This is an optimization exercise on Yosys and OpenROAD, whose aim is small area, a short achievable clock period and few clock cycles per item, not a production implementation.
RTL that was checked went through simulation tests only; none was proved equivalent to the original.

==> module add32, before the edit <==
module add32(
  input [31:0] x,
  input [31:0] y,
  output [31:0] s
);
wire [31:0] g0 = x & y;
wire [31:0] p0 = x ^ y;
wire [31:0] g1 = g0 | (32'haaaaaaaa & p0 & {g0[30], 1'b0, g0[28], 1'b0, g0[26], 1'b0, g0[24], 1'b0, g0[22], 1'b0, g0[20], 1'b0, g0[18], 1'b0, g0[16], 1'b0, g0[14], 1'b0, g0[12], 1'b0, g0[10], 1'b0, g0[8], 1'b0, g0[6], 1'b0, g0[4], 1'b0, g0[2], 1'b0, g0[0], 1'b0});
wire [31:0] p1 = p0 & (~32'haaaaaaaa | {p0[30], 1'b0, p0[28], 1'b0, p0[26], 1'b0, p0[24], 1'b0, p0[22], 1'b0, p0[20], 1'b0, p0[18], 1'b0, p0[16], 1'b0, p0[14], 1'b0, p0[12], 1'b0, p0[10], 1'b0, p0[8], 1'b0, p0[6], 1'b0, p0[4], 1'b0, p0[2], 1'b0, p0[0], 1'b0});
wire [31:0] g2 = g1 | (32'hcccccccc & p1 & {g1[29], g1[29], 1'b0, 1'b0, g1[25], g1[25], 1'b0, 1'b0, g1[21], g1[21], 1'b0, 1'b0, g1[17], g1[17], 1'b0, 1'b0, g1[13], g1[13], 1'b0, 1'b0, g1[9], g1[9], 1'b0, 1'b0, g1[5], g1[5], 1'b0, 1'b0, g1[1], g1[1], 1'b0, 1'b0});
wire [31:0] p2 = p1 & (~32'hcccccccc | {p1[29], p1[29], 1'b0, 1'b0, p1[25], p1[25], 1'b0, 1'b0, p1[21], p1[21], 1'b0, 1'b0, p1[17], p1[17], 1'b0, 1'b0, p1[13], p1[13], 1'b0, 1'b0, p1[9], p1[9], 1'b0, 1'b0, p1[5], p1[5], 1'b0, 1'b0, p1[1], p1[1], 1'b0, 1'b0});
wire [31:0] g3 = g2 | (32'hf0f0f0f0 & p2 & {g2[27], g2[27], g2[27], g2[27], 1'b0, 1'b0, 1'b0, 1'b0, g2[19], g2[19], g2[19], g2[19], 1'b0, 1'b0, 1'b0, 1'b0, g2[11], g2[11], g2[11], g2[11], 1'b0, 1'b0, 1'b0, 1'b0, g2[3], g2[3], g2[3], g2[3], 1'b0, 1'b0, 1'b0, 1'b0});
wire [31:0] p3 = p2 & (~32'hf0f0f0f0 | {p2[27], p2[27], p2[27], p2[27], 1'b0, 1'b0, 1'b0, 1'b0, p2[19], p2[19], p2[19], p2[19], 1'b0, 1'b0, 1'b0, 1'b0, p2[11], p2[11], p2[11], p2[11], 1'b0, 1'b0, 1'b0, 1'b0, p2[3], p2[3], p2[3], p2[3], 1'b0, 1'b0, 1'b0, 1'b0});
wire [31:0] g4 = g3 | (32'hff00ff00 & p3 & {g3[23], g3[23], g3[23], g3[23], g3[23], g3[23], g3[23], g3[23], 1'b0, 1'b0, 1'b0, 1'b0, 1'b0, 1'b0, 1'b0, 1'b0, g3[7], g3[7], g3[7], g3[7], g3[7], g3[7], g3[7], g3[7], 1'b0, 1'b0, 1'b0, 1'b0, 1'b0, 1'b0, 1'b0, 1'b0});
wire [31:0] p4 = p3 & (~32'hff00ff00 | {p3[23], p3[23], p3[23], p3[23], p3[23], p3[23], p3[23], p3[23], 1'b0, 1'b0, 1'b0, 1'b0, 1'b0, 1'b0, 1'b0, 1'b0, p3[7], p3[7], p3[7], p3[7], p3[7], p3[7], p3[7], p3[7], 1'b0, 1'b0, 1'b0, 1'b0, 1'b0, 1'b0, 1'b0, 1'b0});
wire [31:0] g5 = g4 | (32'hffff0000 & p4 & {g4[15], g4[15], g4[15], g4[15], g4[15], g4[15], g4[15], g4[15], g4[15], g4[15], g4[15], g4[15], g4[15], g4[15], g4[15], g4[15], 1'b0, 1'b0, 1'b0, 1'b0, 1'b0, 1'b0, 1'b0, 1'b0, 1'b0, 1'b0, 1'b0, 1'b0, 1'b0, 1'b0, 1'b0, 1'b0});
wire [31:0] p5 = p4 & (~32'hffff0000 | {p4[15], p4[15], p4[15], p4[15], p4[15], p4[15], p4[15], p4[15], p4[15], p4[15], p4[15], p4[15], p4[15], p4[15], p4[15], p4[15], 1'b0, 1'b0, 1'b0, 1'b0, 1'b0, 1'b0, 1'b0, 1'b0, 1'b0, 1'b0, 1'b0, 1'b0, 1'b0, 1'b0, 1'b0, 1'b0});
assign s = p0 ^ {g5[30:0], 1'b0};
endmodule
Settings: LEC_CHECK=0, CAP_MARGIN=20, CORE_MARGIN=2, CORE_UTILIZATION=40, SLEW_MARGIN=20, SYNTH_HIERARCHICAL=1, SYNTH_MEMORY_MAX_BITS=8192; clock period 15.0 ns.
standard.sh (not shown) runs the stock make flow with config.mk's settings and CLKGATE_MAP_FILE= SYNTH_SCRIPT=/design/flow/synth_recipe.tcl, a recipe that flattens the netlist after the stock synthesis.
==> flow/flow/run.sh <==
#!/bin/bash
# Standard ORFS layout, with repair_timing aiming for more setup slack than the clock needs,
# and clock tree synthesis without dummy loads.
set -euo pipefail
bash standard.sh SETUP_SLACK_MARGIN=11 "CTS_ARGS=-sink_clustering_enable -repair_clock_nets -dont_use_dummy_load" finish > standard.log 2>&1
The first run finished clean.
Testbench counts at the start, summed over its fixed seeds: cycles 200,798, items 3,217.
Rerun with:
--- a/flow/design.v
+++ b/flow/design.v
@@ -185,19 +185,7 @@
 module add32(
   input [31:0] x,
   input [31:0] y,
   output [31:0] s
 );
-wire [31:0] g0 = x & y;
-wire [31:0] p0 = x ^ y;
-wire [31:0] g1 = g0 | (32'haaaaaaaa & p0 & {g0[30], 1'b0, g0[28], 1'b0, g0[26], 1'b0, g0[24], 1'b0, g0[22], 1'b0, g0[20], 1'b0, g0[18], 1'b0, g0[16], 1'b0, g0[14], 1'b0, g0[12], 1'b0, g0[10], 1'b0, g0[8], 1'b0, g0[6], 1'b0, g0[4], 1'b0, g0[2], 1'b0, g0[0], 1'b0});
-wire [31:0] p1 = p0 & (~32'haaaaaaaa | {p0[30], 1'b0, p0[28], 1'b0, p0[26], 1'b0, p0[24], 1'b0, p0[22], 1'b0, p0[20], 1'b0, p0[18], 1'b0, p0[16], 1'b0, p0[14], 1'b0, p0[12], 1'b0, p0[10], 1'b0, p0[8], 1'b0, p0[6], 1'b0, p0[4], 1'b0, p0[2], 1'b0, p0[0], 1'b0});
-wire [31:0] g2 = g1 | (32'hcccccccc & p1 & {g1[29], g1[29], 1'b0, 1'b0, g1[25], g1[25], 1'b0, 1'b0, g1[21], g1[21], 1'b0, 1'b0, g1[17], g1[17], 1'b0, 1'b0, g1[13], g1[13], 1'b0, 1'b0, g1[9], g1[9], 1'b0, 1'b0, g1[5], g1[5], 1'b0, 1'b0, g1[1], g1[1], 1'b0, 1'b0});
-wire [31:0] p2 = p1 & (~32'hcccccccc | {p1[29], p1[29], 1'b0, 1'b0, p1[25], p1[25], 1'b0, 1'b0, p1[21], p1[21], 1'b0, 1'b0, p1[17], p1[17], 1'b0, 1'b0, p1[13], p1[13], 1'b0, 1'b0, p1[9], p1[9], 1'b0, 1'b0, p1[5], p1[5], 1'b0, 1'b0, p1[1], p1[1], 1'b0, 1'b0});
-wire [31:0] g3 = g2 | (32'hf0f0f0f0 & p2 & {g2[27], g2[27], g2[27], g2[27], 1'b0, 1'b0, 1'b0, 1'b0, g2[19], g2[19], g2[19], g2[19], 1'b0, 1'b0, 1'b0, 1'b0, g2[11], g2[11], g2[11], g2[11], 1'b0, 1'b0, 1'b0, 1'b0, g2[3], g2[3], g2[3], g2[3], 1'b0, 1'b0, 1'b0, 1'b0});
-wire [31:0] p3 = p2 & (~32'hf0f0f0f0 | {p2[27], p2[27], p2[27], p2[27], 1'b0, 1'b0, 1'b0, 1'b0, p2[19], p2[19], p2[19], p2[19], 1'b0, 1'b0, 1'b0, 1'b0, p2[11], p2[11], p2[11], p2[11], 1'b0, 1'b0, 1'b0, 1'b0, p2[3], p2[3], p2[3], p2[3], 1'b0, 1'b0, 1'b0, 1'b0});
-wire [31:0] g4 = g3 | (32'hff00ff00 & p3 & {g3[23], g3[23], g3[23], g3[23], g3[23], g3[23], g3[23], g3[23], 1'b0, 1'b0, 1'b0, 1'b0, 1'b0, 1'b0, 1'b0, 1'b0, g3[7], g3[7], g3[7], g3[7], g3[7], g3[7], g3[7], g3[7], 1'b0, 1'b0, 1'b0, 1'b0, 1'b0, 1'b0, 1'b0, 1'b0});
-wire [31:0] p4 = p3 & (~32'hff00ff00 | {p3[23], p3[23], p3[23], p3[23], p3[23], p3[23], p3[23], p3[23], 1'b0, 1'b0, 1'b0, 1'b0, 1'b0, 1'b0, 1'b0, 1'b0, p3[7], p3[7], p3[7], p3[7], p3[7], p3[7], p3[7], p3[7], 1'b0, 1'b0, 1'b0, 1'b0, 1'b0, 1'b0, 1'b0, 1'b0});
-wire [31:0] g5 = g4 | (32'hffff0000 & p4 & {g4[15], g4[15], g4[15], g4[15], g4[15], g4[15], g4[15], g4[15], g4[15], g4[15], g4[15], g4[15], g4[15], g4[15], g4[15], g4[15], 1'b0, 1'b0, 1'b0, 1'b0, 1'b0, 1'b0, 1'b0, 1'b0, 1'b0, 1'b0, 1'b0, 1'b0, 1'b0, 1'b0, 1'b0, 1'b0});
-wire [31:0] p5 = p4 & (~32'hffff0000 | {p4[15], p4[15], p4[15], p4[15], p4[15], p4[15], p4[15], p4[15], p4[15], p4[15], p4[15], p4[15], p4[15], p4[15], p4[15], p4[15], 1'b0, 1'b0, 1'b0, 1'b0, 1'b0, 1'b0, 1'b0, 1'b0, 1'b0, 1'b0, 1'b0, 1'b0, 1'b0, 1'b0, 1'b0, 1'b0});
-assign s = p0 ^ {g5[30:0], 1'b0};
+assign s = x + y;
 endmodule
Outcome: First-iteration DRC count is higher by 27%; global-route usage is higher by 1.9 points; critical path depth is lower by 11; via count is higher by about 11%; utilization is higher by 1.3 points; wire length is higher by about 13%; cell area is higher by about 6.4%.
The RTL of the second run of this note was laid out without a check of its function.

[re-timing with driven ports]
The results above use ideal ports. As a check the final layouts listed here were re-extracted and re-timed, cells and wires unchanged. Step 1 sets driving cells, clkbuf_16 on the clock port and buf_2 on the other inputs (assumed; they add their load-dependent delay and slew). Step 2 moves the port delays by t, midway between the first and last clock arrival at a register: inputs arrive t later, outputs are due t later. That takes back most of the time a late clock gives input paths. Slacks: ideal ports / drivers / drivers and shift; pairs: ideal ports / drivers.
run	shift t [ns]	setup WS [ns]	worst setup path after step 2	clock arrival spread, ns	worst data-port slew with drivers (ns)
the first run	0.710	10.309 / 10.309 / 9.901	input to register	0.088 / 0.088	0.12
the second run	0.698	10.214 / 10.230 / 9.532	input to register	0.066 / 0.066	0.11
After both steps setup and hold are still met in every run listed. The setup slack of the second run, which loses most, moves by +0.016 ns with the drivers and by -0.682 ns with both steps.
